Context: an optimization exercise on an open-source flow, tuned for small area, a short achievable clock period and few clock cycles. The choices shown serve that exercise and are no tape-out recipe. No run shown here included a check of the RTL's function; only the layout flow was run.

## flow/design.v (module list and top-level ports; edited modules follow where they fit)
// module jt900h_div: 71 lines
// module jt900h_add17: 64 lines
// module jt900h_alu: 232 lines
// module jt900h_mul: 469 lines
// module jt900h_add32: 124 lines
// module jt900h_add32sk: 170 lines
module jt900h_alu(
    input             rst,
    input             clk,
    input             cen,
    input      [31:0] op0,       
    input      [31:0] op1,       
    input      [31:0] op2,       
    input             bs,ws,qs,
    input             div_sign,       
    input             div,
    output            div_busy,
    input       [4:0] alu_sel,
    input       [2:0] cx_sel,
    input             nin, hin, cin, zin,
    output            s,z,p,c,v,
    output            h,
    output     [31:0] rslt
);
  // ...
==> flow/flow/run.sh <==
#!/bin/bash
# The standard layout, with plain buf_1 cells as the port buffers instead
# of the delay buffers buffer_ports picks by default. Every other step is the
# standard one. make's output goes to std_flow.log; ORFS keeps each step's log
# under orfs/logs.
set -euo pipefail
export BUFFER_PORTS_ARGS="-buffer_cell sky130_fd_sc_hd__buf_1"
bash standard.sh finish > std_flow.log 2>&1
==> flow/standard.sh <==
#!/bin/bash
# synth_recipe.tcl (not shown) runs the flow's synth.tcl, then flattens the netlist and writes it again
# the make line also repeats each setting of config.mk as NAME=value (left out here)
make -C /OpenROAD-flow-scripts/flow DESIGN_CONFIG=/design/flow/config.mk WORK_HOME=/design/flow/orfs CLKGATE_MAP_FILE= SYNTH_SCRIPT=/design/flow/synth_recipe.tcl "${@:-finish}"
==> flow/config.mk <==
export PLATFORM = sky130hd
export DESIGN_NAME = jt900h_alu
export DESIGN_NICKNAME = jt900h_alu
export VERILOG_FILES = /design/flow/design.v
export SDC_FILE = /design/flow/constraint.sdc
export NUM_CORES = 4
export LEC_CHECK = 0
export CAP_MARGIN = 20
export CORE_MARGIN = 2
export CORE_UTILIZATION = 55
export PLACE_DENSITY = 0.7
export SETUP_SLACK_MARGIN = 4
export SLEW_MARGIN = 20
==> flow/constraint.sdc <==
create_clock -name core_clock -period 17.0 [get_ports {clk}]
set_input_delay 3.4000 -clock core_clock [delete_from_list [all_inputs] [get_ports {clk}]]
set_output_delay 3.4000 -clock core_clock [all_outputs]
set_load 0.01 [all_outputs]
==> run summary, run 1 <==
- Crit path kind: in2out
- Tapcell Cnt: 532
- Layout cells sized above 1: 11.5%
- Io pins: 155
- Num CTS Buffers: 5
- Metal-1 WL: 38500 µm
- Vias in the first global route: 24900
- RSZ-0062 raised after global routing: yes
- Top cells by area, synth: fa_1 (14%), ha_1 (9.2%), xnor2_1 (6.1%), nor2_1 (5.3%), o21ai_0 (4.9%)
- Critical path origin: alu_sel[1]
- Register area: 1270 µm²
- Critical Path Sink: z
- R2r endpoint: u_div.r[15]
- Asr flop ratio synth: 1.85%
- Max cap viols: 0
- Sequential element share of the synthesized area: 5.60%
- Status: timing/DRC/antenna clean
- Hold path endpoint: u_div.cnt[0]
- WL final: 109000 µm
- Core area: 40700 µm²
- Post-layout min period: 12.98 ns
- Slew headroom: 18.4%
- Die H: 207 µm
- RD Place Congestion: 1.07
- Main combinational cell family by area after synthesis: compound AO/OA/AOI/OAI gates
- Max FO, Critical Path: 34
==> run 2, diff against run 1 <==
--- a/flow/design.v
+++ b/flow/design.v
@@ -568,309 +568,301 @@
 wire pp7_10 = ( ( one7 & ax[11] ) | ( two7 & ax[10] ) ) ^ neg7;
 wire pp7_11 = ( ( one7 & ax[12] ) | ( two7 & ax[11] ) ) ^ neg7;
 wire pp7_12 = ( ( one7 & ax[13] ) | ( two7 & ax[12] ) ) ^ neg7;
 wire pp7_13 = ( ( one7 & ax[14] ) | ( two7 & ax[13] ) ) ^ neg7;
 wire pp7_14 = ( ( one7 & ax[15] ) | ( two7 & ax[14] ) ) ^ neg7;
 wire pp7_15 = ( ( one7 & ax[16] ) | ( two7 & ax[15] ) ) ^ neg7;
 wire pp7_16 = ( ( one7 & ax[17] ) | ( two7 & ax[16] ) ) ^ neg7;
 wire pp7_17 = ~( ( ( one7 & ax[18] ) | ( two7 & ax[17] ) ) ^ neg7 );
-wire one8 = bx[16] ^ bx[15];
-wire two8 = ( bx[17] & ~bx[16] & ~bx[15] ) | ( ~bx[17] & bx[16] & bx[15] );
-wire neg8 = bx[17];
-wire pp8_0 = ( ( one8 & ax[1] ) | ( two8 & ax[0] ) ) ^ neg8;
-wire pp8_1 = ( ( one8 & ax[2] ) | ( two8 & ax[1] ) ) ^ neg8;
-wire pp8_2 = ( ( one8 & ax[3] ) | ( two8 & ax[2] ) ) ^ neg8;
-wire pp8_3 = ( ( one8 & ax[4] ) | ( two8 & ax[3] ) ) ^ neg8;
-wire pp8_4 = ( ( one8 & ax[5] ) | ( two8 & ax[4] ) ) ^ neg8;
-wire pp8_5 = ( ( one8 & ax[6] ) | ( two8 & ax[5] ) ) ^ neg8;
-wire pp8_6 = ( ( one8 & ax[7] ) | ( two8 & ax[6] ) ) ^ neg8;
-wire pp8_7 = ( ( one8 & ax[8] ) | ( two8 & ax[7] ) ) ^ neg8;
-wire pp8_8 = ( ( one8 & ax[9] ) | ( two8 & ax[8] ) ) ^ neg8;
-wire pp8_9 = ( ( one8 & ax[10] ) | ( two8 & ax[9] ) ) ^ neg8;
-wire pp8_10 = ( ( one8 & ax[11] ) | ( two8 & ax[10] ) ) ^ neg8;
-wire pp8_11 = ( ( one8 & ax[12] ) | ( two8 & ax[11] ) ) ^ neg8;
-wire pp8_12 = ( ( one8 & ax[13] ) | ( two8 & ax[12] ) ) ^ neg8;
-wire pp8_13 = ( ( one8 & ax[14] ) | ( two8 & ax[13] ) ) ^ neg8;
-wire pp8_14 = ( ( one8 & ax[15] ) | ( two8 & ax[14] ) ) ^ neg8;
-wire pp8_15 = ( ( one8 & ax[16] ) | ( two8 & ax[15] ) ) ^ neg8;
-wire s1 = pp0_16 ^ pp1_14;
-wire c2 = pp0_16 & pp1_14;
-wire s3 = pp0_17 ^ pp1_15 ^ pp2_13;
-wire c4 = ( pp0_17 & pp1_15 ) | ( pp0_17 & pp2_13 ) | ( pp1_15 & pp2_13 );
-wire s5 = pp1_16 ^ pp2_14;
-wire c6 = pp1_16 & pp2_14;
-wire s7 = pp0_10 ^ pp1_8;
-wire c8 = pp0_10 & pp1_8;
-wire s9 = pp0_11 ^ pp1_9;
-wire c10 = pp0_11 & pp1_9;
-wire s11 = pp0_12 ^ pp1_10 ^ pp2_8;
-wire c12 = ( pp0_12 & pp1_10 ) | ( pp0_12 & pp2_8 ) | ( pp1_10 & pp2_8 );
-wire s13 = pp3_6 ^ pp4_4;
-wire c14 = pp3_6 & pp4_4;
-wire s15 = pp0_13 ^ pp1_11 ^ pp2_9;
-wire c16 = ( pp0_13 & pp1_11 ) | ( pp0_13 & pp2_9 ) | ( pp1_11 & pp2_9 );
-wire s17 = pp3_7 ^ pp4_5;
-wire c18 = pp3_7 & pp4_5;
-wire s19 = pp0_14 ^ pp1_12 ^ pp2_10;
-wire c20 = ( pp0_14 & pp1_12 ) | ( pp0_14 & pp2_10 ) | ( pp1_12 & pp2_10 );
-wire s21 = pp3_8 ^ pp4_6 ^ pp5_4;
-wire c22 = ( pp3_8 & pp4_6 ) | ( pp3_8 & pp5_4 ) | ( pp4_6 & pp5_4 );
-wire s23 = pp6_2 ^ pp7_0;
-wire c24 = pp6_2 & pp7_0;
-wire s25 = pp0_15 ^ pp1_13 ^ pp2_11;
-wire c26 = ( pp0_15 & pp1_13 ) | ( pp0_15 & pp2_11 ) | ( pp1_13 & pp2_11 );
-wire s27 = pp3_9 ^ pp4_7 ^ pp5_5;
-wire c28 = ( pp3_9 & pp4_7 ) | ( pp3_9 & pp5_5 ) | ( pp4_7 & pp5_5 );
-wire s29 = pp6_3 ^ pp7_1;
-wire c30 = pp6_3 & pp7_1;
-wire s31 = s1 ^ pp2_12 ^ pp3_10;
-wire c32 = ( s1 & pp2_12 ) | ( s1 & pp3_10 ) | ( pp2_12 & pp3_10 );
-wire s33 = pp4_8 ^ pp5_6 ^ pp6_4;
-wire c34 = ( pp4_8 & pp5_6 ) | ( pp4_8 & pp6_4 ) | ( pp5_6 & pp6_4 );
-wire s35 = pp7_2 ^ pp8_0 ^ neg8;
-wire c36 = ( pp7_2 & pp8_0 ) | ( pp7_2 & neg8 ) | ( pp8_0 & neg8 );
-wire s37 = c2 ^ s3 ^ pp3_11;
-wire c38 = ( c2 & s3 ) | ( c2 & pp3_11 ) | ( s3 & pp3_11 );
-wire s39 = pp4_9 ^ pp5_7 ^ pp6_5;
-wire c40 = ( pp4_9 & pp5_7 ) | ( pp4_9 & pp6_5 ) | ( pp5_7 & pp6_5 );
-wire s41 = pp7_3 ^ pp8_1 ^ 1'b1;
-wire c42 = ( pp7_3 & pp8_1 ) | ( pp7_3 & 1'b1 ) | ( pp8_1 & 1'b1 );
-wire s43 = c4 ^ s5 ^ pp3_12;
-wire c44 = ( c4 & s5 ) | ( c4 & pp3_12 ) | ( s5 & pp3_12 );
-wire s45 = pp4_10 ^ pp5_8 ^ pp6_6;
-wire c46 = ( pp4_10 & pp5_8 ) | ( pp4_10 & pp6_6 ) | ( pp5_8 & pp6_6 );
-wire s47 = pp7_4 ^ pp8_2 ^ 1'b1;
-wire c48 = ( pp7_4 & pp8_2 ) | ( pp7_4 & 1'b1 ) | ( pp8_2 & 1'b1 );
-wire s49 = c6 ^ pp1_17 ^ pp2_15;
-wire c50 = ( c6 & pp1_17 ) | ( c6 & pp2_15 ) | ( pp1_17 & pp2_15 );
-wire s51 = pp3_13 ^ pp4_11 ^ pp5_9;
-wire c52 = ( pp3_13 & pp4_11 ) | ( pp3_13 & pp5_9 ) | ( pp4_11 & pp5_9 );
-wire s53 = pp6_7 ^ pp7_5 ^ pp8_3;
-wire c54 = ( pp6_7 & pp7_5 ) | ( pp6_7 & pp8_3 ) | ( pp7_5 & pp8_3 );
-wire s55 = pp2_16 ^ pp3_14 ^ pp4_12;
-wire c56 = ( pp2_16 & pp3_14 ) | ( pp2_16 & pp4_12 ) | ( pp3_14 & pp4_12 );
-wire s57 = pp5_10 ^ pp6_8 ^ pp7_6;
-wire c58 = ( pp5_10 & pp6_8 ) | ( pp5_10 & pp7_6 ) | ( pp6_8 & pp7_6 );
-wire s59 = pp8_4 ^ 1'b1;
-wire c60 = pp8_4 & 1'b1;
-wire s61 = pp2_17 ^ pp3_15 ^ pp4_13;
-wire c62 = ( pp2_17 & pp3_15 ) | ( pp2_17 & pp4_13 ) | ( pp3_15 & pp4_13 );
-wire s63 = pp5_11 ^ pp6_9 ^ pp7_7;
-wire c64 = ( pp5_11 & pp6_9 ) | ( pp5_11 & pp7_7 ) | ( pp6_9 & pp7_7 );
-wire s65 = pp3_16 ^ pp4_14 ^ pp5_12;
-wire c66 = ( pp3_16 & pp4_14 ) | ( pp3_16 & pp5_12 ) | ( pp4_14 & pp5_12 );
-wire s67 = pp6_10 ^ pp7_8;
-wire c68 = pp6_10 & pp7_8;
-wire s69 = pp3_17 ^ pp4_15 ^ pp5_13;
-wire c70 = ( pp3_17 & pp4_15 ) | ( pp3_17 & pp5_13 ) | ( pp4_15 & pp5_13 );
-wire s71 = pp4_16 ^ pp5_14;
-wire c72 = pp4_16 & pp5_14;
-wire s73 = pp0_6 ^ pp1_4;
-wire c74 = pp0_6 & pp1_4;
-wire s75 = pp0_7 ^ pp1_5;
-wire c76 = pp0_7 & pp1_5;
-wire s77 = pp0_8 ^ pp1_6 ^ pp2_4;
-wire c78 = ( pp0_8 & pp1_6 ) | ( pp0_8 & pp2_4 ) | ( pp1_6 & pp2_4 );
-wire s79 = pp3_2 ^ pp4_0;
-wire c80 = pp3_2 & pp4_0;
-wire s81 = pp0_9 ^ pp1_7 ^ pp2_5;
-wire c82 = ( pp0_9 & pp1_7 ) | ( pp0_9 & pp2_5 ) | ( pp1_7 & pp2_5 );
-wire s83 = pp3_3 ^ pp4_1;
-wire c84 = pp3_3 & pp4_1;
-wire s85 = s7 ^ pp2_6 ^ pp3_4;
-wire c86 = ( s7 & pp2_6 ) | ( s7 & pp3_4 ) | ( pp2_6 & pp3_4 );
-wire s87 = pp4_2 ^ pp5_0 ^ neg5;
-wire c88 = ( pp4_2 & pp5_0 ) | ( pp4_2 & neg5 ) | ( pp5_0 & neg5 );
-wire s89 = c8 ^ s9 ^ pp2_7;
-wire c90 = ( c8 & s9 ) | ( c8 & pp2_7 ) | ( s9 & pp2_7 );
-wire s91 = pp3_5 ^ pp4_3 ^ pp5_1;
-wire c92 = ( pp3_5 & pp4_3 ) | ( pp3_5 & pp5_1 ) | ( pp4_3 & pp5_1 );
-wire s93 = c10 ^ s11 ^ s13;
-wire c94 = ( c10 & s11 ) | ( c10 & s13 ) | ( s11 & s13 );
-wire s95 = pp5_2 ^ pp6_0 ^ neg6;
-wire c96 = ( pp5_2 & pp6_0 ) | ( pp5_2 & neg6 ) | ( pp6_0 & neg6 );
-wire s97 = c12 ^ c14 ^ s15;
-wire c98 = ( c12 & c14 ) | ( c12 & s15 ) | ( c14 & s15 );
-wire s99 = s17 ^ pp5_3 ^ pp6_1;
-wire c100 = ( s17 & pp5_3 ) | ( s17 & pp6_1 ) | ( pp5_3 & pp6_1 );
-wire s101 = c16 ^ c18 ^ s19;
-wire c102 = ( c16 & c18 ) | ( c16 & s19 ) | ( c18 & s19 );
-wire s103 = s21 ^ s23 ^ neg7;
-wire c104 = ( s21 & s23 ) | ( s21 & neg7 ) | ( s23 & neg7 );
-wire s105 = c20 ^ c22 ^ c24;
-wire c106 = ( c20 & c22 ) | ( c20 & c24 ) | ( c22 & c24 );
-wire s107 = s25 ^ s27 ^ s29;
-wire c108 = ( s25 & s27 ) | ( s25 & s29 ) | ( s27 & s29 );
-wire s109 = c26 ^ c28 ^ c30;
-wire c110 = ( c26 & c28 ) | ( c26 & c30 ) | ( c28 & c30 );
-wire s111 = s31 ^ s33 ^ s35;
-wire c112 = ( s31 & s33 ) | ( s31 & s35 ) | ( s33 & s35 );
-wire s113 = c32 ^ c34 ^ c36;
-wire c114 = ( c32 & c34 ) | ( c32 & c36 ) | ( c34 & c36 );
-wire s115 = s37 ^ s39 ^ s41;
-wire c116 = ( s37 & s39 ) | ( s37 & s41 ) | ( s39 & s41 );
-wire s117 = c38 ^ c40 ^ c42;
-wire c118 = ( c38 & c40 ) | ( c38 & c42 ) | ( c40 & c42 );
-wire s119 = s43 ^ s45 ^ s47;
-wire c120 = ( s43 & s45 ) | ( s43 & s47 ) | ( s45 & s47 );
-wire s121 = c44 ^ c46 ^ c48;
-wire c122 = ( c44 & c46 ) | ( c44 & c48 ) | ( c46 & c48 );
-wire s123 = s49 ^ s51 ^ s53;
-wire c124 = ( s49 & s51 ) | ( s49 & s53 ) | ( s51 & s53 );
-wire s125 = c50 ^ c52 ^ c54;
-wire c126 = ( c50 & c52 ) | ( c50 & c54 ) | ( c52 & c54 );
-wire s127 = s55 ^ s57 ^ s59;
-wire c128 = ( s55 & s57 ) | ( s55 & s59 ) | ( s57 & s59 );
-wire s129 = c56 ^ c58 ^ c60;
-wire c130 = ( c56 & c58 ) | ( c56 & c60 ) | ( c58 & c60 );
-wire s131 = s61 ^ s63 ^ pp8_5;
-wire c132 = ( s61 & s63 ) | ( s61 & pp8_5 ) | ( s63 & pp8_5 );
-wire s133 = c62 ^ c64 ^ s65;
-wire c134 = ( c62 & c64 ) | ( c62 & s65 ) | ( c64 & s65 );
-wire s135 = s67 ^ pp8_6 ^ 1'b1;
-wire c136 = ( s67 & pp8_6 ) | ( s67 & 1'b1 ) | ( pp8_6 & 1'b1 );
-wire s137 = c66 ^ c68 ^ s69;
-wire c138 = ( c66 & c68 ) | ( c66 & s69 ) | ( c68 & s69 );
-wire s139 = pp6_11 ^ pp7_9 ^ pp8_7;
-wire c140 = ( pp6_11 & pp7_9 ) | ( pp6_11 & pp8_7 ) | ( pp7_9 & pp8_7 );
-wire s141 = c70 ^ s71 ^ pp6_12;
-wire c142 = ( c70 & s71 ) | ( c70 & pp6_12 ) | ( s71 & pp6_12 );
-wire s143 = pp7_10 ^ pp8_8 ^ 1'b1;
-wire c144 = ( pp7_10 & pp8_8 ) | ( pp7_10 & 1'b1 ) | ( pp8_8 & 1'b1 );
-wire s145 = c72 ^ pp4_17 ^ pp5_15;
-wire c146 = ( c72 & pp4_17 ) | ( c72 & pp5_15 ) | ( pp4_17 & pp5_15 );
-wire s147 = pp6_13 ^ pp7_11 ^ pp8_9;
-wire c148 = ( pp6_13 & pp7_11 ) | ( pp6_13 & pp8_9 ) | ( pp7_11 & pp8_9 );
-wire s149 = pp5_16 ^ pp6_14 ^ pp7_12;
-wire c150 = ( pp5_16 & pp6_14 ) | ( pp5_16 & pp7_12 ) | ( pp6_14 & pp7_12 );
-wire s151 = pp8_10 ^ 1'b1;
-wire c152 = pp8_10 & 1'b1;
-wire s153 = pp5_17 ^ pp6_15 ^ pp7_13;
-wire c154 = ( pp5_17 & pp6_15 ) | ( pp5_17 & pp7_13 ) | ( pp6_15 & pp7_13 );
-wire s155 = pp6_16 ^ pp7_14;
-wire c156 = pp6_16 & pp7_14;
-wire s157 = pp0_4 ^ pp1_2;
-wire c158 = pp0_4 & pp1_2;
-wire s159 = pp0_5 ^ pp1_3;
-wire c160 = pp0_5 & pp1_3;
-wire s161 = s73 ^ pp2_2 ^ pp3_0;
-wire c162 = ( s73 & pp2_2 ) | ( s73 & pp3_0 ) | ( pp2_2 & pp3_0 );
-wire s163 = c74 ^ s75 ^ pp2_3;
-wire c164 = ( c74 & s75 ) | ( c74 & pp2_3 ) | ( s75 & pp2_3 );
-wire s165 = c76 ^ s77 ^ s79;
-wire c166 = ( c76 & s77 ) | ( c76 & s79 ) | ( s77 & s79 );
-wire s167 = c78 ^ c80 ^ s81;
-wire c168 = ( c78 & c80 ) | ( c78 & s81 ) | ( c80 & s81 );
-wire s169 = c82 ^ c84 ^ s85;
-wire c170 = ( c82 & c84 ) | ( c82 & s85 ) | ( c84 & s85 );
-wire s171 = c86 ^ c88 ^ s89;
-wire c172 = ( c86 & c88 ) | ( c86 & s89 ) | ( c88 & s89 );
-wire s173 = c90 ^ c92 ^ s93;
-wire c174 = ( c90 & c92 ) | ( c90 & s93 ) | ( c92 & s93 );
-wire s175 = c94 ^ c96 ^ s97;
-wire c176 = ( c94 & c96 ) | ( c94 & s97 ) | ( c96 & s97 );
-wire s177 = c98 ^ c100 ^ s101;
-wire c178 = ( c98 & c100 ) | ( c98 & s101 ) | ( c100 & s101 );
-wire s179 = c102 ^ c104 ^ s105;
-wire c180 = ( c102 & c104 ) | ( c102 & s105 ) | ( c104 & s105 );
-wire s181 = c106 ^ c108 ^ s109;
-wire c182 = ( c106 & c108 ) | ( c106 & s109 ) | ( c108 & s109 );
-wire s183 = c110 ^ c112 ^ s113;
-wire c184 = ( c110 & c112 ) | ( c110 & s113 ) | ( c112 & s113 );
-wire s185 = c114 ^ c116 ^ s117;
-wire c186 = ( c114 & c116 ) | ( c114 & s117 ) | ( c116 & s117 );
-wire s187 = c118 ^ c120 ^ s121;
-wire c188 = ( c118 & c120 ) | ( c118 & s121 ) | ( c120 & s121 );
-wire s189 = c122 ^ c124 ^ s125;
-wire c190 = ( c122 & c124 ) | ( c122 & s125 ) | ( c124 & s125 );
-wire s191 = c126 ^ c128 ^ s129;
-wire c192 = ( c126 & c128 ) | ( c126 & s129 ) | ( c128 & s129 );
-wire s193 = c130 ^ c132 ^ s133;
-wire c194 = ( c130 & c132 ) | ( c130 & s133 ) | ( c132 & s133 );
-wire s195 = c134 ^ c136 ^ s137;
-wire c196 = ( c134 & c136 ) | ( c134 & s137 ) | ( c136 & s137 );
-wire s197 = c138 ^ c140 ^ s141;
-wire c198 = ( c138 & c140 ) | ( c138 & s141 ) | ( c140 & s141 );
-wire s199 = c142 ^ c144 ^ s145;
-wire c200 = ( c142 & c144 ) | ( c142 & s145 ) | ( c144 & s145 );
-wire s201 = c146 ^ c148 ^ s149;
-wire c202 = ( c146 & c148 ) | ( c146 & s149 ) | ( c148 & s149 );
-wire s203 = c150 ^ c152 ^ s153;
-wire c204 = ( c150 & c152 ) | ( c150 & s153 ) | ( c152 & s153 );
-wire s205 = c154 ^ s155 ^ pp8_12;
-wire c206 = ( c154 & s155 ) | ( c154 & pp8_12 ) | ( s155 & pp8_12 );
-wire s207 = c156 ^ pp6_17 ^ pp7_15;
-wire c208 = ( c156 & pp6_17 ) | ( c156 & pp7_15 ) | ( pp6_17 & pp7_15 );
-wire s209 = pp7_16 ^ pp8_14;
-wire c210 = pp7_16 & pp8_14;
-wire s211 = pp0_2 ^ pp1_0;
-wire c212 = pp0_2 & pp1_0;
-wire s213 = pp0_3 ^ pp1_1;
-wire c214 = pp0_3 & pp1_1;
-wire s215 = s157 ^ pp2_0 ^ neg2;
-wire c216 = ( s157 & pp2_0 ) | ( s157 & neg2 ) | ( pp2_0 & neg2 );
-wire s217 = c158 ^ s159 ^ pp2_1;
-wire c218 = ( c158 & s159 ) | ( c158 & pp2_1 ) | ( s159 & pp2_1 );
-wire s219 = c160 ^ s161 ^ neg3;
-wire c220 = ( c160 & s161 ) | ( c160 & neg3 ) | ( s161 & neg3 );
-wire s221 = c162 ^ s163 ^ pp3_1;
-wire c222 = ( c162 & s163 ) | ( c162 & pp3_1 ) | ( s163 & pp3_1 );
-wire s223 = c164 ^ s165 ^ neg4;
-wire c224 = ( c164 & s165 ) | ( c164 & neg4 ) | ( s165 & neg4 );
-wire s225 = c166 ^ s167 ^ s83;
-wire c226 = ( c166 & s167 ) | ( c166 & s83 ) | ( s167 & s83 );
-wire s227 = c168 ^ s169 ^ s87;
-wire c228 = ( c168 & s169 ) | ( c168 & s87 ) | ( s169 & s87 );
-wire s229 = c170 ^ s171 ^ s91;
-wire c230 = ( c170 & s171 ) | ( c170 & s91 ) | ( s171 & s91 );
-wire s231 = c172 ^ s173 ^ s95;
-wire c232 = ( c172 & s173 ) | ( c172 & s95 ) | ( s173 & s95 );
-wire s233 = c174 ^ s175 ^ s99;
-wire c234 = ( c174 & s175 ) | ( c174 & s99 ) | ( s175 & s99 );
-wire s235 = c176 ^ s177 ^ s103;
-wire c236 = ( c176 & s177 ) | ( c176 & s103 ) | ( s177 & s103 );
-wire s237 = c178 ^ s179 ^ s107;
-wire c238 = ( c178 & s179 ) | ( c178 & s107 ) | ( s179 & s107 );
-wire s239 = c180 ^ s181 ^ s111;
-wire c240 = ( c180 & s181 ) | ( c180 & s111 ) | ( s181 & s111 );
-wire s241 = c182 ^ s183 ^ s115;
-wire c242 = ( c182 & s183 ) | ( c182 & s115 ) | ( s183 & s115 );
-wire s243 = c184 ^ s185 ^ s119;
-wire c244 = ( c184 & s185 ) | ( c184 & s119 ) | ( s185 & s119 );
-wire s245 = c186 ^ s187 ^ s123;
-wire c246 = ( c186 & s187 ) | ( c186 & s123 ) | ( s187 & s123 );
-wire s247 = c188 ^ s189 ^ s127;
-wire c248 = ( c188 & s189 ) | ( c188 & s127 ) | ( s189 & s127 );
-wire s249 = c190 ^ s191 ^ s131;
-wire c250 = ( c190 & s191 ) | ( c190 & s131 ) | ( s191 & s131 );
-wire s251 = c192 ^ s193 ^ s135;
-wire c252 = ( c192 & s193 ) | ( c192 & s135 ) | ( s193 & s135 );
-wire s253 = c194 ^ s195 ^ s139;
-wire c254 = ( c194 & s195 ) | ( c194 & s139 ) | ( s195 & s139 );
-wire s255 = c196 ^ s197 ^ s143;
-wire c256 = ( c196 & s197 ) | ( c196 & s143 ) | ( s197 & s143 );
-wire s257 = c198 ^ s199 ^ s147;
-wire c258 = ( c198 & s199 ) | ( c198 & s147 ) | ( s199 & s147 );
-wire s259 = c200 ^ s201 ^ s151;
-wire c260 = ( c200 & s201 ) | ( c200 & s151 ) | ( s201 & s151 );
-wire s261 = c202 ^ s203 ^ pp8_11;
-wire c262 = ( c202 & s203 ) | ( c202 & pp8_11 ) | ( s203 & pp8_11 );
-wire s263 = c204 ^ s205 ^ 1'b1;
-wire c264 = ( c204 & s205 ) | ( c204 & 1'b1 ) | ( s205 & 1'b1 );
-wire s265 = c206 ^ s207 ^ pp8_13;
-wire c266 = ( c206 & s207 ) | ( c206 & pp8_13 ) | ( s207 & pp8_13 );
-wire s267 = c208 ^ s209 ^ 1'b1;
-wire c268 = ( c208 & s209 ) | ( c208 & 1'b1 ) | ( s209 & 1'b1 );
-wire s269 = c210 ^ pp7_17 ^ pp8_15;
-wire c270 = ( c210 & pp7_17 ) | ( c210 & pp8_15 ) | ( pp7_17 & pp8_15 );
-wire [31:0] r0 = { c268, c266, c264, c262, c260, c258, c256, c254, c252, c250, c248, c246, c244, c242, c240, c238, c236, c234, c232, c230, c228, c226, c224, c222, c220, c218, c216, c214, c212, s211, pp0_1, pp0_0 };
-wire [31:0] r1 = { s269, s267, s265, s263, s261, s259, s257, s255, s253, s251, s249, s247, s245, s243, s241, s239, s237, s235, s233, s231, s229, s227, s225, s223, s221, s219, s217, s215, s213, neg1, 1'b0, neg0 };
-wire co_unused;
-jt900h_add32sk u_add( .a(r0), .b(r1), .ci(1'b0), .s(p), .co(co_unused) );
+wire one8 = b[15] & ~b[16];
+wire pp8_0 = one8 & ax[1];
+wire pp8_1 = one8 & ax[2];
+wire pp8_2 = one8 & ax[3];
+wire pp8_3 = one8 & ax[4];
+wire pp8_4 = one8 & ax[5];
+wire pp8_5 = one8 & ax[6];
+wire pp8_6 = one8 & ax[7];
+wire pp8_7 = one8 & ax[8];
+wire pp8_8 = one8 & ax[9];
+wire pp8_9 = one8 & ax[10];
+wire pp8_10 = one8 & ax[11];
+wire pp8_11 = one8 & ax[12];
+wire pp8_12 = one8 & ax[13];
+wire pp8_13 = one8 & ax[14];
+wire pp8_14 = one8 & ax[15];
+wire pp8_15 = one8 & ax[16];
+wire s0 = ~pp0_17;
+wire s1 = pp0_10 ^ pp1_8;
+wire c2 = pp0_10 & pp1_8;
+wire s3 = pp0_11 ^ pp1_9;
+wire c4 = pp0_11 & pp1_9;
+wire s5 = pp0_12 ^ pp1_10 ^ pp2_8;
+wire c6 = ( pp0_12 & pp1_10 ) | ( pp0_12 & pp2_8 ) | ( pp1_10 & pp2_8 );
+wire s7 = pp3_6 ^ pp4_4;
+wire c8 = pp3_6 & pp4_4;
+wire s9 = pp0_13 ^ pp1_11 ^ pp2_9;
+wire c10 = ( pp0_13 & pp1_11 ) | ( pp0_13 & pp2_9 ) | ( pp1_11 & pp2_9 );
+wire s11 = pp3_7 ^ pp4_5;
+wire c12 = pp3_7 & pp4_5;
+wire s13 = pp0_14 ^ pp1_12 ^ pp2_10;
+wire c14 = ( pp0_14 & pp1_12 ) | ( pp0_14 & pp2_10 ) | ( pp1_12 & pp2_10 );
+wire s15 = pp3_8 ^ pp4_6 ^ pp5_4;
+wire c16 = ( pp3_8 & pp4_6 ) | ( pp3_8 & pp5_4 ) | ( pp4_6 & pp5_4 );
+wire s17 = pp6_2 ^ pp7_0;
+wire c18 = pp6_2 & pp7_0;
+wire s19 = pp0_15 ^ pp1_13 ^ pp2_11;
+wire c20 = ( pp0_15 & pp1_13 ) | ( pp0_15 & pp2_11 ) | ( pp1_13 & pp2_11 );
+wire s21 = pp3_9 ^ pp4_7 ^ pp5_5;
+wire c22 = ( pp3_9 & pp4_7 ) | ( pp3_9 & pp5_5 ) | ( pp4_7 & pp5_5 );
+wire s23 = pp6_3 ^ pp7_1;
+wire c24 = pp6_3 & pp7_1;
+wire s25 = pp0_16 ^ pp1_14 ^ pp2_12;
+wire c26 = ( pp0_16 & pp1_14 ) | ( pp0_16 & pp2_12 ) | ( pp1_14 & pp2_12 );
+wire s27 = pp3_10 ^ pp4_8 ^ pp5_6;
+wire c28 = ( pp3_10 & pp4_8 ) | ( pp3_10 & pp5_6 ) | ( pp4_8 & pp5_6 );
+wire s29 = pp6_4 ^ pp7_2 ^ pp8_0;
+wire c30 = ( pp6_4 & pp7_2 ) | ( pp6_4 & pp8_0 ) | ( pp7_2 & pp8_0 );
+wire s31 = pp1_15 ^ pp2_13 ^ pp3_11;
+wire c32 = ( pp1_15 & pp2_13 ) | ( pp1_15 & pp3_11 ) | ( pp2_13 & pp3_11 );
+wire s33 = pp4_9 ^ pp5_7 ^ pp6_5;
+wire c34 = ( pp4_9 & pp5_7 ) | ( pp4_9 & pp6_5 ) | ( pp5_7 & pp6_5 );
+wire s35 = pp7_3 ^ pp8_1 ^ s0;
+wire c36 = ( pp7_3 & pp8_1 ) | ( pp7_3 & s0 ) | ( pp8_1 & s0 );
+wire s37 = pp1_16 ^ pp2_14 ^ pp3_12;
+wire c38 = ( pp1_16 & pp2_14 ) | ( pp1_16 & pp3_12 ) | ( pp2_14 & pp3_12 );
+wire s39 = pp4_10 ^ pp5_8 ^ pp6_6;
+wire c40 = ( pp4_10 & pp5_8 ) | ( pp4_10 & pp6_6 ) | ( pp5_8 & pp6_6 );
+wire s41 = pp7_4 ^ pp8_2 ^ s0;
+wire c42 = ( pp7_4 & pp8_2 ) | ( pp7_4 & s0 ) | ( pp8_2 & s0 );
+wire s43 = pp1_17 ^ pp2_15 ^ pp3_13;
+wire c44 = ( pp1_17 & pp2_15 ) | ( pp1_17 & pp3_13 ) | ( pp2_15 & pp3_13 );
+wire s45 = pp4_11 ^ pp5_9 ^ pp6_7;
+wire c46 = ( pp4_11 & pp5_9 ) | ( pp4_11 & pp6_7 ) | ( pp5_9 & pp6_7 );
+wire s47 = pp7_5 ^ pp8_3 ^ pp0_17;
+wire c48 = ( pp7_5 & pp8_3 ) | ( pp7_5 & pp0_17 ) | ( pp8_3 & pp0_17 );
+wire s49 = pp2_16 ^ pp3_14 ^ pp4_12;
+wire c50 = ( pp2_16 & pp3_14 ) | ( pp2_16 & pp4_12 ) | ( pp3_14 & pp4_12 );
+wire s51 = pp5_10 ^ pp6_8 ^ pp7_6;
+wire c52 = ( pp5_10 & pp6_8 ) | ( pp5_10 & pp7_6 ) | ( pp6_8 & pp7_6 );
+wire s53 = pp8_4 ^ 1'b1;
+wire c54 = pp8_4 & 1'b1;
+wire s55 = pp2_17 ^ pp3_15 ^ pp4_13;
+wire c56 = ( pp2_17 & pp3_15 ) | ( pp2_17 & pp4_13 ) | ( pp3_15 & pp4_13 );
+wire s57 = pp5_11 ^ pp6_9 ^ pp7_7;
+wire c58 = ( pp5_11 & pp6_9 ) | ( pp5_11 & pp7_7 ) | ( pp6_9 & pp7_7 );
+wire s59 = pp3_16 ^ pp4_14 ^ pp5_12;
+wire c60 = ( pp3_16 & pp4_14 ) | ( pp3_16 & pp5_12 ) | ( pp4_14 & pp5_12 );
+wire s61 = pp6_10 ^ pp7_8;
+wire c62 = pp6_10 & pp7_8;
+wire s63 = pp3_17 ^ pp4_15 ^ pp5_13;
+wire c64 = ( pp3_17 & pp4_15 ) | ( pp3_17 & pp5_13 ) | ( pp4_15 & pp5_13 );
+wire s65 = pp4_16 ^ pp5_14;
+wire c66 = pp4_16 & pp5_14;
+wire s67 = pp0_6 ^ pp1_4;
+wire c68 = pp0_6 & pp1_4;
+wire s69 = pp0_7 ^ pp1_5;
+wire c70 = pp0_7 & pp1_5;
+wire s71 = pp0_8 ^ pp1_6 ^ pp2_4;
+wire c72 = ( pp0_8 & pp1_6 ) | ( pp0_8 & pp2_4 ) | ( pp1_6 & pp2_4 );
+wire s73 = pp3_2 ^ pp4_0;
+wire c74 = pp3_2 & pp4_0;
+wire s75 = pp0_9 ^ pp1_7 ^ pp2_5;
+wire c76 = ( pp0_9 & pp1_7 ) | ( pp0_9 & pp2_5 ) | ( pp1_7 & pp2_5 );
+wire s77 = pp3_3 ^ pp4_1;
+wire c78 = pp3_3 & pp4_1;
+wire s79 = s1 ^ pp2_6 ^ pp3_4;
+wire c80 = ( s1 & pp2_6 ) | ( s1 & pp3_4 ) | ( pp2_6 & pp3_4 );
+wire s81 = pp4_2 ^ pp5_0 ^ neg5;
+wire c82 = ( pp4_2 & pp5_0 ) | ( pp4_2 & neg5 ) | ( pp5_0 & neg5 );
+wire s83 = c2 ^ s3 ^ pp2_7;
+wire c84 = ( c2 & s3 ) | ( c2 & pp2_7 ) | ( s3 & pp2_7 );
+wire s85 = pp3_5 ^ pp4_3 ^ pp5_1;
+wire c86 = ( pp3_5 & pp4_3 ) | ( pp3_5 & pp5_1 ) | ( pp4_3 & pp5_1 );
+wire s87 = c4 ^ s5 ^ s7;
+wire c88 = ( c4 & s5 ) | ( c4 & s7 ) | ( s5 & s7 );
+wire s89 = pp5_2 ^ pp6_0 ^ neg6;
+wire c90 = ( pp5_2 & pp6_0 ) | ( pp5_2 & neg6 ) | ( pp6_0 & neg6 );
+wire s91 = c6 ^ c8 ^ s9;
+wire c92 = ( c6 & c8 ) | ( c6 & s9 ) | ( c8 & s9 );
+wire s93 = s11 ^ pp5_3 ^ pp6_1;
+wire c94 = ( s11 & pp5_3 ) | ( s11 & pp6_1 ) | ( pp5_3 & pp6_1 );
+wire s95 = c10 ^ c12 ^ s13;
+wire c96 = ( c10 & c12 ) | ( c10 & s13 ) | ( c12 & s13 );
+wire s97 = s15 ^ s17 ^ neg7;
+wire c98 = ( s15 & s17 ) | ( s15 & neg7 ) | ( s17 & neg7 );
+wire s99 = c14 ^ c16 ^ c18;
+wire c100 = ( c14 & c16 ) | ( c14 & c18 ) | ( c16 & c18 );
+wire s101 = s19 ^ s21 ^ s23;
+wire c102 = ( s19 & s21 ) | ( s19 & s23 ) | ( s21 & s23 );
+wire s103 = c20 ^ c22 ^ c24;
+wire c104 = ( c20 & c22 ) | ( c20 & c24 ) | ( c22 & c24 );
+wire s105 = s25 ^ s27 ^ s29;
+wire c106 = ( s25 & s27 ) | ( s25 & s29 ) | ( s27 & s29 );
+wire s107 = c26 ^ c28 ^ c30;
+wire c108 = ( c26 & c28 ) | ( c26 & c30 ) | ( c28 & c30 );
+wire s109 = s31 ^ s33 ^ s35;
+wire c110 = ( s31 & s33 ) | ( s31 & s35 ) | ( s33 & s35 );
+wire s111 = c32 ^ c34 ^ c36;
+wire c112 = ( c32 & c34 ) | ( c32 & c36 ) | ( c34 & c36 );
+wire s113 = s37 ^ s39 ^ s41;
+wire c114 = ( s37 & s39 ) | ( s37 & s41 ) | ( s39 & s41 );
+wire s115 = c38 ^ c40 ^ c42;
+wire c116 = ( c38 & c40 ) | ( c38 & c42 ) | ( c40 & c42 );
+wire s117 = s43 ^ s45 ^ s47;
+wire c118 = ( s43 & s45 ) | ( s43 & s47 ) | ( s45 & s47 );
+wire s119 = c44 ^ c46 ^ c48;
+wire c120 = ( c44 & c46 ) | ( c44 & c48 ) | ( c46 & c48 );
+wire s121 = s49 ^ s51 ^ s53;
+wire c122 = ( s49 & s51 ) | ( s49 & s53 ) | ( s51 & s53 );
+wire s123 = c50 ^ c52 ^ c54;
+wire c124 = ( c50 & c52 ) | ( c50 & c54 ) | ( c52 & c54 );
+wire s125 = s55 ^ s57 ^ pp8_5;
+wire c126 = ( s55 & s57 ) | ( s55 & pp8_5 ) | ( s57 & pp8_5 );
+wire s127 = c56 ^ c58 ^ s59;
+wire c128 = ( c56 & c58 ) | ( c56 & s59 ) | ( c58 & s59 );
+wire s129 = s61 ^ pp8_6 ^ 1'b1;
+wire c130 = ( s61 & pp8_6 ) | ( s61 & 1'b1 ) | ( pp8_6 & 1'b1 );
+wire s131 = c60 ^ c62 ^ s63;
+wire c132 = ( c60 & c62 ) | ( c60 & s63 ) | ( c62 & s63 );
+wire s133 = pp6_11 ^ pp7_9 ^ pp8_7;
+wire c134 = ( pp6_11 & pp7_9 ) | ( pp6_11 & pp8_7 ) | ( pp7_9 & pp8_7 );
+wire s135 = c64 ^ s65 ^ pp6_12;
+wire c136 = ( c64 & s65 ) | ( c64 & pp6_12 ) | ( s65 & pp6_12 );
+wire s137 = pp7_10 ^ pp8_8 ^ 1'b1;
+wire c138 = ( pp7_10 & pp8_8 ) | ( pp7_10 & 1'b1 ) | ( pp8_8 & 1'b1 );
+wire s139 = c66 ^ pp4_17 ^ pp5_15;
+wire c140 = ( c66 & pp4_17 ) | ( c66 & pp5_15 ) | ( pp4_17 & pp5_15 );
+wire s141 = pp6_13 ^ pp7_11 ^ pp8_9;
+wire c142 = ( pp6_13 & pp7_11 ) | ( pp6_13 & pp8_9 ) | ( pp7_11 & pp8_9 );
+wire s143 = pp5_16 ^ pp6_14 ^ pp7_12;
+wire c144 = ( pp5_16 & pp6_14 ) | ( pp5_16 & pp7_12 ) | ( pp6_14 & pp7_12 );
+wire s145 = pp8_10 ^ 1'b1;
+wire c146 = pp8_10 & 1'b1;
+wire s147 = pp5_17 ^ pp6_15 ^ pp7_13;
+wire c148 = ( pp5_17 & pp6_15 ) | ( pp5_17 & pp7_13 ) | ( pp6_15 & pp7_13 );
+wire s149 = pp6_16 ^ pp7_14;
+wire c150 = pp6_16 & pp7_14;
+wire s151 = pp0_4 ^ pp1_2;
+wire c152 = pp0_4 & pp1_2;
+wire s153 = pp0_5 ^ pp1_3;
+wire c154 = pp0_5 & pp1_3;
+wire s155 = s67 ^ pp2_2 ^ pp3_0;
+wire c156 = ( s67 & pp2_2 ) | ( s67 & pp3_0 ) | ( pp2_2 & pp3_0 );
+wire s157 = c68 ^ s69 ^ pp2_3;
+wire c158 = ( c68 & s69 ) | ( c68 & pp2_3 ) | ( s69 & pp2_3 );
+wire s159 = c70 ^ s71 ^ s73;
+wire c160 = ( c70 & s71 ) | ( c70 & s73 ) | ( s71 & s73 );
+wire s161 = c72 ^ c74 ^ s75;
+wire c162 = ( c72 & c74 ) | ( c72 & s75 ) | ( c74 & s75 );
+wire s163 = c76 ^ c78 ^ s79;
+wire c164 = ( c76 & c78 ) | ( c76 & s79 ) | ( c78 & s79 );
+wire s165 = c80 ^ c82 ^ s83;
+wire c166 = ( c80 & c82 ) | ( c80 & s83 ) | ( c82 & s83 );
+wire s167 = c84 ^ c86 ^ s87;
+wire c168 = ( c84 & c86 ) | ( c84 & s87 ) | ( c86 & s87 );
+wire s169 = c88 ^ c90 ^ s91;
+wire c170 = ( c88 & c90 ) | ( c88 & s91 ) | ( c90 & s91 );
+wire s171 = c92 ^ c94 ^ s95;
+wire c172 = ( c92 & c94 ) | ( c92 & s95 ) | ( c94 & s95 );
+wire s173 = c96 ^ c98 ^ s99;
+wire c174 = ( c96 & c98 ) | ( c96 & s99 ) | ( c98 & s99 );
+wire s175 = c100 ^ c102 ^ s103;
+wire c176 = ( c100 & c102 ) | ( c100 & s103 ) | ( c102 & s103 );
+wire s177 = c104 ^ c106 ^ s107;
+wire c178 = ( c104 & c106 ) | ( c104 & s107 ) | ( c106 & s107 );
+wire s179 = c108 ^ c110 ^ s111;
+wire c180 = ( c108 & c110 ) | ( c108 & s111 ) | ( c110 & s111 );
+wire s181 = c112 ^ c114 ^ s115;
+wire c182 = ( c112 & c114 ) | ( c112 & s115 ) | ( c114 & s115 );
+wire s183 = c116 ^ c118 ^ s119;
+wire c184 = ( c116 & c118 ) | ( c116 & s119 ) | ( c118 & s119 );
+wire s185 = c120 ^ c122 ^ s123;
+wire c186 = ( c120 & c122 ) | ( c120 & s123 ) | ( c122 & s123 );
+wire s187 = c124 ^ c126 ^ s127;
+wire c188 = ( c124 & c126 ) | ( c124 & s127 ) | ( c126 & s127 );
+wire s189 = c128 ^ c130 ^ s131;
+wire c190 = ( c128 & c130 ) | ( c128 & s131 ) | ( c130 & s131 );
+wire s191 = c132 ^ c134 ^ s135;
+wire c192 = ( c132 & c134 ) | ( c132 & s135 ) | ( c134 & s135 );
+wire s193 = c136 ^ c138 ^ s139;
+wire c194 = ( c136 & c138 ) | ( c136 & s139 ) | ( c138 & s139 );
+wire s195 = c140 ^ c142 ^ s143;
+wire c196 = ( c140 & c142 ) | ( c140 & s143 ) | ( c142 & s143 );
+wire s197 = c144 ^ c146 ^ s147;
+wire c198 = ( c144 & c146 ) | ( c144 & s147 ) | ( c146 & s147 );
+wire s199 = c148 ^ s149 ^ pp8_12;
+wire c200 = ( c148 & s149 ) | ( c148 & pp8_12 ) | ( s149 & pp8_12 );
+wire s201 = c150 ^ pp6_17 ^ pp7_15;
+wire c202 = ( c150 & pp6_17 ) | ( c150 & pp7_15 ) | ( pp6_17 & pp7_15 );
+wire s203 = pp7_16 ^ pp8_14;
+wire c204 = pp7_16 & pp8_14;
+wire s205 = pp0_2 ^ pp1_0;
+wire c206 = pp0_2 & pp1_0;
+wire s207 = pp0_3 ^ pp1_1;
+wire c208 = pp0_3 & pp1_1;
+wire s209 = s151 ^ pp2_0 ^ neg2;
+wire c210 = ( s151 & pp2_0 ) | ( s151 & neg2 ) | ( pp2_0 & neg2 );
+wire s211 = c152 ^ s153 ^ pp2_1;
+wire c212 = ( c152 & s153 ) | ( c152 & pp2_1 ) | ( s153 & pp2_1 );
+wire s213 = c154 ^ s155 ^ neg3;
+wire c214 = ( c154 & s155 ) | ( c154 & neg3 ) | ( s155 & neg3 );
+wire s215 = c156 ^ s157 ^ pp3_1;
+wire c216 = ( c156 & s157 ) | ( c156 & pp3_1 ) | ( s157 & pp3_1 );
+wire s217 = c158 ^ s159 ^ neg4;
+wire c218 = ( c158 & s159 ) | ( c158 & neg4 ) | ( s159 & neg4 );
+wire s219 = c160 ^ s161 ^ s77;
+wire c220 = ( c160 & s161 ) | ( c160 & s77 ) | ( s161 & s77 );
+wire s221 = c162 ^ s163 ^ s81;
+wire c222 = ( c162 & s163 ) | ( c162 & s81 ) | ( s163 & s81 );
+wire s223 = c164 ^ s165 ^ s85;
+wire c224 = ( c164 & s165 ) | ( c164 & s85 ) | ( s165 & s85 );
+wire s225 = c166 ^ s167 ^ s89;
+wire c226 = ( c166 & s167 ) | ( c166 & s89 ) | ( s167 & s89 );
+wire s227 = c168 ^ s169 ^ s93;
+wire c228 = ( c168 & s169 ) | ( c168 & s93 ) | ( s169 & s93 );
+wire s229 = c170 ^ s171 ^ s97;
+wire c230 = ( c170 & s171 ) | ( c170 & s97 ) | ( s171 & s97 );
+wire s231 = c172 ^ s173 ^ s101;
+wire c232 = ( c172 & s173 ) | ( c172 & s101 ) | ( s173 & s101 );
+wire s233 = c174 ^ s175 ^ s105;
+wire c234 = ( c174 & s175 ) | ( c174 & s105 ) | ( s175 & s105 );
+wire s235 = c176 ^ s177 ^ s109;
+wire c236 = ( c176 & s177 ) | ( c176 & s109 ) | ( s177 & s109 );
+wire s237 = c178 ^ s179 ^ s113;
+wire c238 = ( c178 & s179 ) | ( c178 & s113 ) | ( s179 & s113 );
+wire s239 = c180 ^ s181 ^ s117;
+wire c240 = ( c180 & s181 ) | ( c180 & s117 ) | ( s181 & s117 );
+wire s241 = c182 ^ s183 ^ s121;
+wire c242 = ( c182 & s183 ) | ( c182 & s121 ) | ( s183 & s121 );
+wire s243 = c184 ^ s185 ^ s125;
+wire c244 = ( c184 & s185 ) | ( c184 & s125 ) | ( s185 & s125 );
+wire s245 = c186 ^ s187 ^ s129;
+wire c246 = ( c186 & s187 ) | ( c186 & s129 ) | ( s187 & s129 );
+wire s247 = c188 ^ s189 ^ s133;
+wire c248 = ( c188 & s189 ) | ( c188 & s133 ) | ( s189 & s133 );
+wire s249 = c190 ^ s191 ^ s137;
+wire c250 = ( c190 & s191 ) | ( c190 & s137 ) | ( s191 & s137 );
+wire s251 = c192 ^ s193 ^ s141;
+wire c252 = ( c192 & s193 ) | ( c192 & s141 ) | ( s193 & s141 );
+wire s253 = c194 ^ s195 ^ s145;
+wire c254 = ( c194 & s195 ) | ( c194 & s145 ) | ( s195 & s145 );
+wire s255 = c196 ^ s197 ^ pp8_11;
+wire c256 = ( c196 & s197 ) | ( c196 & pp8_11 ) | ( s197 & pp8_11 );
+wire s257 = c198 ^ s199 ^ 1'b1;
+wire c258 = ( c198 & s199 ) | ( c198 & 1'b1 ) | ( s199 & 1'b1 );
+wire s259 = c200 ^ s201 ^ pp8_13;
+wire c260 = ( c200 & s201 ) | ( c200 & pp8_13 ) | ( s201 & pp8_13 );
+wire s261 = c202 ^ s203 ^ 1'b1;
+wire c262 = ( c202 & s203 ) | ( c202 & 1'b1 ) | ( s203 & 1'b1 );
+wire s263 = c204 ^ pp7_17 ^ pp8_15;
+wire c264 = ( c204 & pp7_17 ) | ( c204 & pp8_15 ) | ( pp7_17 & pp8_15 );
+wire [31:0] r0 = { c262, c260, c258, c256, c254, c252, c250, c248, c246, c244, c242, c240, c238, c236, c234, c232, c230, c228, c226, c224, c222, c220, c218, c216, c214, c212, c210, c208, c206, s205, pp0_1, pp0_0 };
+wire [31:0] r1 = { s263, s261, s259, s257, s255, s253, s251, s249, s247, s245, s243, s241, s239, s237, s235, s233, s231, s229, s227, s225, s223, s221, s219, s217, s215, s213, s211, s209, s207, neg1, 1'b0, neg0 };
+assign p = r0 + r1;
 endmodule
 module jt900h_add32(input [31:0] a, input [31:0] b, input ci, output [31:0] s, output co);
 wire [31:0] p0 = a ^ b;
 wire [31:0] g0 = a & b;
 wire gg0 = g0[0] | ( p0[0] & ci );
 wire g_1_0 = g0[1] | ( p0[1] & gg0 );
 wire g_3_2 = g0[3] | ( p0[3] & g0[2] );
 wire p_3_2 = p0[3] & p0[2];
@@ -957,186 +949,16 @@
 wire [32:0] c;
 assign c[0] = ci;
 assign c[1] = gg0;
 assign c[2] = g_1_0;
 assign c[3] = g_2_0;
 assign c[4] = g_3_0;
 assign c[5] = g_4_0;
 assign c[6] = g_5_0;
-assign c[7] = g_6_0;
-assign c[8] = g_7_0;
-assign c[9] = g_8_0;
-assign c[10] = g_9_0;
-assign c[11] = g_10_0;
-assign c[12] = g_11_0;
-assign c[13] = g_12_0;
-assign c[14] = g_13_0;
-assign c[15] = g_14_0;
-assign c[16] = g_15_0;
-assign c[17] = g_16_0;
-assign c[18] = g_17_0;
-assign c[19] = g_18_0;
-assign c[20] = g_19_0;
-assign c[21] = g_20_0;
-assign c[22] = g_21_0;
-assign c[23] = g_22_0;
-assign c[24] = g_23_0;
-assign c[25] = g_24_0;
-assign c[26] = g_25_0;
-assign c[27] = g_26_0;
-assign c[28] = g_27_0;
-assign c[29] = g_28_0;
-assign c[30] = g_29_0;
-assign c[31] = g_30_0;
-assign c[32] = g_31_0;
-assign s = p0 ^ c[31:0];
-assign co = c[32];
-endmodule
-module jt900h_add32sk(input [31:0] a, input [31:0] b, input ci, output [31:0] s, output co);
-wire [31:0] p0 = a ^ b;
-wire [31:0] g0 = a & b;
-wire gg0 = g0[0] | ( p0[0] & ci );
-wire g_1_0 = g0[1] | ( p0[1] & gg0 );
-wire g_3_2 = g0[3] | ( p0[3] & g0[2] );
-wire p_3_2 = p0[3] & p0[2];
-wire g_5_4 = g0[5] | ( p0[5] & g0[4] );
-wire p_5_4 = p0[5] & p0[4];
-wire g_7_6 = g0[7] | ( p0[7] & g0[6] );
-wire p_7_6 = p0[7] & p0[6];
-wire g_9_8 = g0[9] | ( p0[9] & g0[8] );
-wire p_9_8 = p0[9] & p0[8];
-wire g_11_10 = g0[11] | ( p0[11] & g0[10] );
-wire p_11_10 = p0[11] & p0[10];
-wire g_13_12 = g0[13] | ( p0[13] & g0[12] );
-wire p_13_12 = p0[13] & p0[12];
-wire g_15_14 = g0[15] | ( p0[15] & g0[14] );
-wire p_15_14 = p0[15] & p0[14];
-wire g_17_16 = g0[17] | ( p0[17] & g0[16] );
-wire p_17_16 = p0[17] & p0[16];
-wire g_19_18 = g0[19] | ( p0[19] & g0[18] );
-wire p_19_18 = p0[19] & p0[18];
-wire g_21_20 = g0[21] | ( p0[21] & g0[20] );
-wire p_21_20 = p0[21] & p0[20];
-wire g_23_22 = g0[23] | ( p0[23] & g0[22] );
-wire p_23_22 = p0[23] & p0[22];
-wire g_25_24 = g0[25] | ( p0[25] & g0[24] );
-wire p_25_24 = p0[25] & p0[24];
-wire g_27_26 = g0[27] | ( p0[27] & g0[26] );
-wire p_27_26 = p0[27] & p0[26];
-wire g_29_28 = g0[29] | ( p0[29] & g0[28] );
-wire p_29_28 = p0[29] & p0[28];
-wire g_31_30 = g0[31] | ( p0[31] & g0[30] );
-wire p_31_30 = p0[31] & p0[30];
-wire g_2_0 = g0[2] | ( p0[2] & g_1_0 );
-wire g_3_0 = g_3_2 | ( p_3_2 & g_1_0 );
-wire g_6_4 = g0[6] | ( p0[6] & g_5_4 );
-wire p_6_4 = p0[6] & p_5_4;
-wire g_7_4 = g_7_6 | ( p_7_6 & g_5_4 );
-wire p_7_4 = p_7_6 & p_5_4;
-wire g_10_8 = g0[10] | ( p0[10] & g_9_8 );
-wire p_10_8 = p0[10] & p_9_8;
-wire g_11_8 = g_11_10 | ( p_11_10 & g_9_8 );
-wire p_11_8 = p_11_10 & p_9_8;
-wire g_14_12 = g0[14] | ( p0[14] & g_13_12 );
-wire p_14_12 = p0[14] & p_13_12;
-wire g_15_12 = g_15_14 | ( p_15_14 & g_13_12 );
-wire p_15_12 = p_15_14 & p_13_12;
-wire g_18_16 = g0[18] | ( p0[18] & g_17_16 );
-wire p_18_16 = p0[18] & p_17_16;
-wire g_19_16 = g_19_18 | ( p_19_18 & g_17_16 );
-wire p_19_16 = p_19_18 & p_17_16;
-wire g_22_20 = g0[22] | ( p0[22] & g_21_20 );
-wire p_22_20 = p0[22] & p_21_20;
-wire g_23_20 = g_23_22 | ( p_23_22 & g_21_20 );
-wire p_23_20 = p_23_22 & p_21_20;
-wire g_26_24 = g0[26] | ( p0[26] & g_25_24 );
-wire p_26_24 = p0[26] & p_25_24;
-wire g_27_24 = g_27_26 | ( p_27_26 & g_25_24 );
-wire p_27_24 = p_27_26 & p_25_24;
-wire g_30_28 = g0[30] | ( p0[30] & g_29_28 );
-wire p_30_28 = p0[30] & p_29_28;
-wire g_31_28 = g_31_30 | ( p_31_30 & g_29_28 );
-wire p_31_28 = p_31_30 & p_29_28;
-wire g_4_0 = g0[4] | ( p0[4] & g_3_0 );
-wire g_5_0 = g_5_4 | ( p_5_4 & g_3_0 );
-wire g_6_0 = g_6_4 | ( p_6_4 & g_3_0 );
-wire g_7_0 = g_7_4 | ( p_7_4 & g_3_0 );
-wire g_12_8 = g0[12] | ( p0[12] & g_11_8 );
-wire p_12_8 = p0[12] & p_11_8;
-wire g_13_8 = g_13_12 | ( p_13_12 & g_11_8 );
-wire p_13_8 = p_13_12 & p_11_8;
-wire g_14_8 = g_14_12 | ( p_14_12 & g_11_8 );
-wire p_14_8 = p_14_12 & p_11_8;
-wire g_15_8 = g_15_12 | ( p_15_12 & g_11_8 );
-wire p_15_8 = p_15_12 & p_11_8;
-wire g_20_16 = g0[20] | ( p0[20] & g_19_16 );
-wire p_20_16 = p0[20] & p_19_16;
-wire g_21_16 = g_21_20 | ( p_21_20 & g_19_16 );
-wire p_21_16 = p_21_20 & p_19_16;
-wire g_22_16 = g_22_20 | ( p_22_20 & g_19_16 );
-wire p_22_16 = p_22_20 & p_19_16;
-wire g_23_16 = g_23_20 | ( p_23_20 & g_19_16 );
-wire p_23_16 = p_23_20 & p_19_16;
-wire g_28_24 = g0[28] | ( p0[28] & g_27_24 );
-wire p_28_24 = p0[28] & p_27_24;
-wire g_29_24 = g_29_28 | ( p_29_28 & g_27_24 );
-wire p_29_24 = p_29_28 & p_27_24;
-wire g_30_24 = g_30_28 | ( p_30_28 & g_27_24 );
-wire p_30_24 = p_30_28 & p_27_24;
-wire g_31_24 = g_31_28 | ( p_31_28 & g_27_24 );
-wire p_31_24 = p_31_28 & p_27_24;
-wire g_8_0 = g0[8] | ( p0[8] & g_7_0 );
-wire g_9_0 = g_9_8 | ( p_9_8 & g_7_0 );
-wire g_10_0 = g_10_8 | ( p_10_8 & g_7_0 );
-wire g_11_0 = g_11_8 | ( p_11_8 & g_7_0 );
-wire g_12_0 = g_12_8 | ( p_12_8 & g_7_0 );
-wire g_13_0 = g_13_8 | ( p_13_8 & g_7_0 );
-wire g_14_0 = g_14_8 | ( p_14_8 & g_7_0 );
-wire g_15_0 = g_15_8 | ( p_15_8 & g_7_0 );
-wire g_24_16 = g0[24] | ( p0[24] & g_23_16 );
-wire p_24_16 = p0[24] & p_23_16;
-wire g_25_16 = g_25_24 | ( p_25_24 & g_23_16 );
-wire p_25_16 = p_25_24 & p_23_16;
-wire g_26_16 = g_26_24 | ( p_26_24 & g_23_16 );
-wire p_26_16 = p_26_24 & p_23_16;
-wire g_27_16 = g_27_24 | ( p_27_24 & g_23_16 );
-wire p_27_16 = p_27_24 & p_23_16;
-wire g_28_16 = g_28_24 | ( p_28_24 & g_23_16 );
-wire p_28_16 = p_28_24 & p_23_16;
-wire g_29_16 = g_29_24 | ( p_29_24 & g_23_16 );
-wire p_29_16 = p_29_24 & p_23_16;
-wire g_30_16 = g_30_24 | ( p_30_24 & g_23_16 );
-wire p_30_16 = p_30_24 & p_23_16;
-wire g_31_16 = g_31_24 | ( p_31_24 & g_23_16 );
-wire p_31_16 = p_31_24 & p_23_16;
-wire g_16_0 = g0[16] | ( p0[16] & g_15_0 );
-wire g_17_0 = g_17_16 | ( p_17_16 & g_15_0 );
-wire g_18_0 = g_18_16 | ( p_18_16 & g_15_0 );
-wire g_19_0 = g_19_16 | ( p_19_16 & g_15_0 );
-wire g_20_0 = g_20_16 | ( p_20_16 & g_15_0 );
-wire g_21_0 = g_21_16 | ( p_21_16 & g_15_0 );
-wire g_22_0 = g_22_16 | ( p_22_16 & g_15_0 );
-wire g_23_0 = g_23_16 | ( p_23_16 & g_15_0 );
-wire g_24_0 = g_24_16 | ( p_24_16 & g_15_0 );
-wire g_25_0 = g_25_16 | ( p_25_16 & g_15_0 );
-wire g_26_0 = g_26_16 | ( p_26_16 & g_15_0 );
-wire g_27_0 = g_27_16 | ( p_27_16 & g_15_0 );
-wire g_28_0 = g_28_16 | ( p_28_16 & g_15_0 );
-wire g_29_0 = g_29_16 | ( p_29_16 & g_15_0 );
-wire g_30_0 = g_30_16 | ( p_30_16 & g_15_0 );
-wire g_31_0 = g_31_16 | ( p_31_16 & g_15_0 );
-wire [32:0] c;
-assign c[0] = ci;
-assign c[1] = gg0;
-assign c[2] = g_1_0;
-assign c[3] = g_2_0;
-assign c[4] = g_3_0;
-assign c[5] = g_4_0;
-assign c[6] = g_5_0;
 assign c[7] = g_6_0;
 assign c[8] = g_7_0;
 assign c[9] = g_8_0;
 assign c[10] = g_9_0;
 assign c[11] = g_10_0;
 assign c[12] = g_11_0;
 assign c[13] = g_12_0;
 assign c[14] = g_13_0;
==> run summary, run 2 <==
- #FFs+latches synth: 54
- Clk buf depth: 2
- Std-Cell Rows: 74
- Placed cell area: 23700 µm²
- Htree depth: 2
- Die area: 43000 µm²
- Slew headroom: 16.7% (-1.7 points)
- Cells after Synth: 3169
- Final period util: 77.9%
- Core area: 40800 µm² (+0.23%)
- Area Growth Syn to Fin: 12.1%
- Min Hold Slack: 0.399 ns
- Setup TNS: 0 ns
- Placed insts: 3678
- Slowest-stage cell, CP: fa_2
- Crit-path max cell delay: 0.39 ns
- Clock Tree Root: clkbuf_16
- Port Buffers: 153
- Avg WL per Cell: 27.1 µm
- Pin count of the biggest net entering global routing: 50
- Worst skew pair latency: 0.32 ns
- Die X: 207 µm
- Post-route antenna net violation count: 0
- Max FO, Critical Path: 3 (-91%)
- Share of the synthesized area in the top cell type: 13.8%
- Fin. Hold Viols: 0
- Synth Flop Type: dfxtp_1
- Number of synthesized flops with an enable pin: 18
- Commonest non-fill, non-tap cell in the layout: nor2_1
- Io pins: 155 (unchanged)
- Final #Nets: 3651
- GRT Residual Overflow: 0
- DR pass1 iterations: 9
- First-pass GRT wire length: 149000 µm
- Crit. End Element: output pin
- Sequential element share of the synthesized area: 5.57% (-0.027 points)
- Hold Buf Count CTS: 0
- Layout cells sized above 1: 12.0% (+0.48 points)
- Asr flop ratio synth: 1.85% (unchanged)
- Max cap viols: 0 (unchanged)
- Clock slew at reported path FFs: 0.07 ns
- Initial Util: 55.6%
- Finished Layout Cells: 3753
- Top cells by area, synth: fa_1 (14%), ha_1 (8.9%), xnor2_1 (6.2%), o21ai_0 (5.9%), a21oi_1 (5.8%)
- Top flop regs: u_div.d: 16 flops, u_div.r: 16 flops, u_div.s: 16 flops
- Post-layout min period: 13.24 ns (+0.261 ns)
- Startpoint types: primary input
- Max Slew Vio Count: 0
- Vias in the first global route: 24600 (-1.1%)
- Most frequent CP cell: fa_2
- Drt initial violations: 3757
- Die H: 207 µm (+0.24%)
- RSZ-0062 raised after global routing: yes
- Num CTS Buffers: 5 (unchanged)
- F_max: 75.5 MHz
- RD Place Congestion: 1.06 (-0.74%)
- Critical path arrival: 9.84 ns
- Most frequent cells in the layout: nor2_1 (299), o21ai_0 (260), a21oi_1 (256)
- Synth area leader: fa_1
- Distinct cells, synth: 90
- Commonest cells in the netlist: nor2_1 (310), o21ai_0 (269), a21oi_1 (264), nand2_1 (253), inv_1 (223)
- DP HPWL: 75200 µm
- Most numerous cell in the Yosys netlist: nor2_1
- Vias: 26400
- Syn avg cell area: 7.17 µm²
- Worst Hold Class: reg2reg
- Status: timing/DRC/antenna clean
- Design area: 25500 µm²
- Synthesized net count: 3603
- Total track usage: 44.7%
- DR DRC count: 0
- Clock skew: 0.00543 ns
- TritonCTS clock tree: done
- Endpoints failing setup: 0
- Synth Cell Area: 22700 µm²
- Data required, critical path: 13.60 ns
- Initial antenna violation count: 3
- Clock sinks: 54
- Ys Warns: 2
- Worst-margin pin slew: 1.25 ns
- WL final: 102000 µm (-6.2%)
- Vias per Instance: 7.03
- Crit path kind: in2out
## run 2: changes by cell type after synthesis, sizes merged, moves of 15 or more
cell    change
a21oi      +61
o21ai      +39
a21o       -23
nor3       +22
a22oi      -18
a211oi     -17
o221ai     -16
o211ai     +15
## run 2: timing repair
item | in CTS | in global routing
gates cloned | 0 | 8
setup endpoints to repair | 38 | 26
pin swaps | 12 | 34
gates resized for setup | 120 | 159
buffers inserted | 13 | 43
## run 2: routing by layer
metal | vias to the layer above | track usage, % | part of all wire (%)
met4 | 0 | 31.9 | 8.8
met5 | - | 0 | 0
li1 | 11500 | - | -
met1 | 12400 | 55.8 | 36
met3 | 544 | 12.2 | 13
met2 | 1931 | 66.6 | 42
## run 2: final timing paths
check / start / to / slack [ns] / cells after the start
min in group asynchronous: rst / u_div.busy / 2.87 / 2
max reg2reg: u_div.r[0] / u_div.r[9] / 4.54 / 45
min reg2reg: u_div.cnt[0] / u_div.cnt[0] / 0.40 / 1
max in group asynchronous: rst / u_div.busy / 14.04 / 2
max: op2[31] / z / 3.76 / 28
min: u_div.cnt[0] / u_div.cnt[0] / 0.40 / 1
## run 2: layout make-up
type	instances	area, µm²
Fill cell	3778	15400
Clock buffer	5	125
Antenna cell	3	7.51
Sequential cell	54	1270
Inverter	231	900
Tap cell	532	666
Multi-Input combinational cell	2618	20200
Timing Repair Buffer	307	2280
Clock inverter	3	22.5
## run 2: critical path, delay by kind of cell
kind / cells / cell delay, ns
AOI/OAI and AO/OA: 14 / 3.40
and+or+nand+nor: 5 / 1.11
adders and majority gates: 3 / 0.99
buffers and inverters: 3 / 0.50
xor gates and xnor gates: 2 / 0.24
muxes: 1 / 0.19
## run 2: stage by stage
stage          utilization (%)  setup slack (ns)
2_1_floorplan                -              4.04
3_3_place_gp              58.0              2.08
3_5_place_dp              58.0              2.05
4_1_cts                   59.7              3.79
5_1_grt                   62.4              3.50
6_report                  62.4              3.76
## run 2: kinds of logic (layout without fill, tap and decap cells)
kind of cell | Yosys count | after routing | synth area share [%]
flip-flops | 54 | 54 | 5.57
multiplexers | 108 | 108 | 5.26
other | 0 | 3 | 0
adder cells (fa/ha/maj) | 334 | 334 | 23.4
XOR/XNOR | 234 | 234 | 9.24
buffers and inverters | 497 | 546 | 8.36
AO/OA/AOI/OAI | 1099 | 1099 | 31.5
AND/OR/NAND/NOR | 843 | 843 | 16.7

-- static timing again, ports no longer ideal --
In the flow no input, the clock included, has a driving cell. The finished layouts below were timed again as built, in two steps.
Step 1: set_driving_cell puts a clkbuf_16 on clk and a buf_2 on each other input, an assumption about the parent block.
Step 2 also shifts input and output timing later by t, the mid clock arrival at the registers, as if the neighbouring blocks saw the same clock.
Slacks: no drivers / after step 1 / after step 2; pairs: no drivers / after step 1.
run | shift t [ns] | slack for setup (ns) | hold WS [ns] | clock arrival spread, ns
run 1 | 0.367 | 4.020 / 3.996 / 3.996 | 0.398 / 0.398 / 0.398 | 0.008 / 0.008
run 2 | 0.362 | 3.759 / 3.704 / 3.704 | 0.399 / 0.399 / 0.399 | 0.005 / 0.006
After both steps every run listed still meets setup and hold. The setup slack of run 2, which loses most, moves by -0.055 ns with the drivers and by -0.055 ns with both steps.
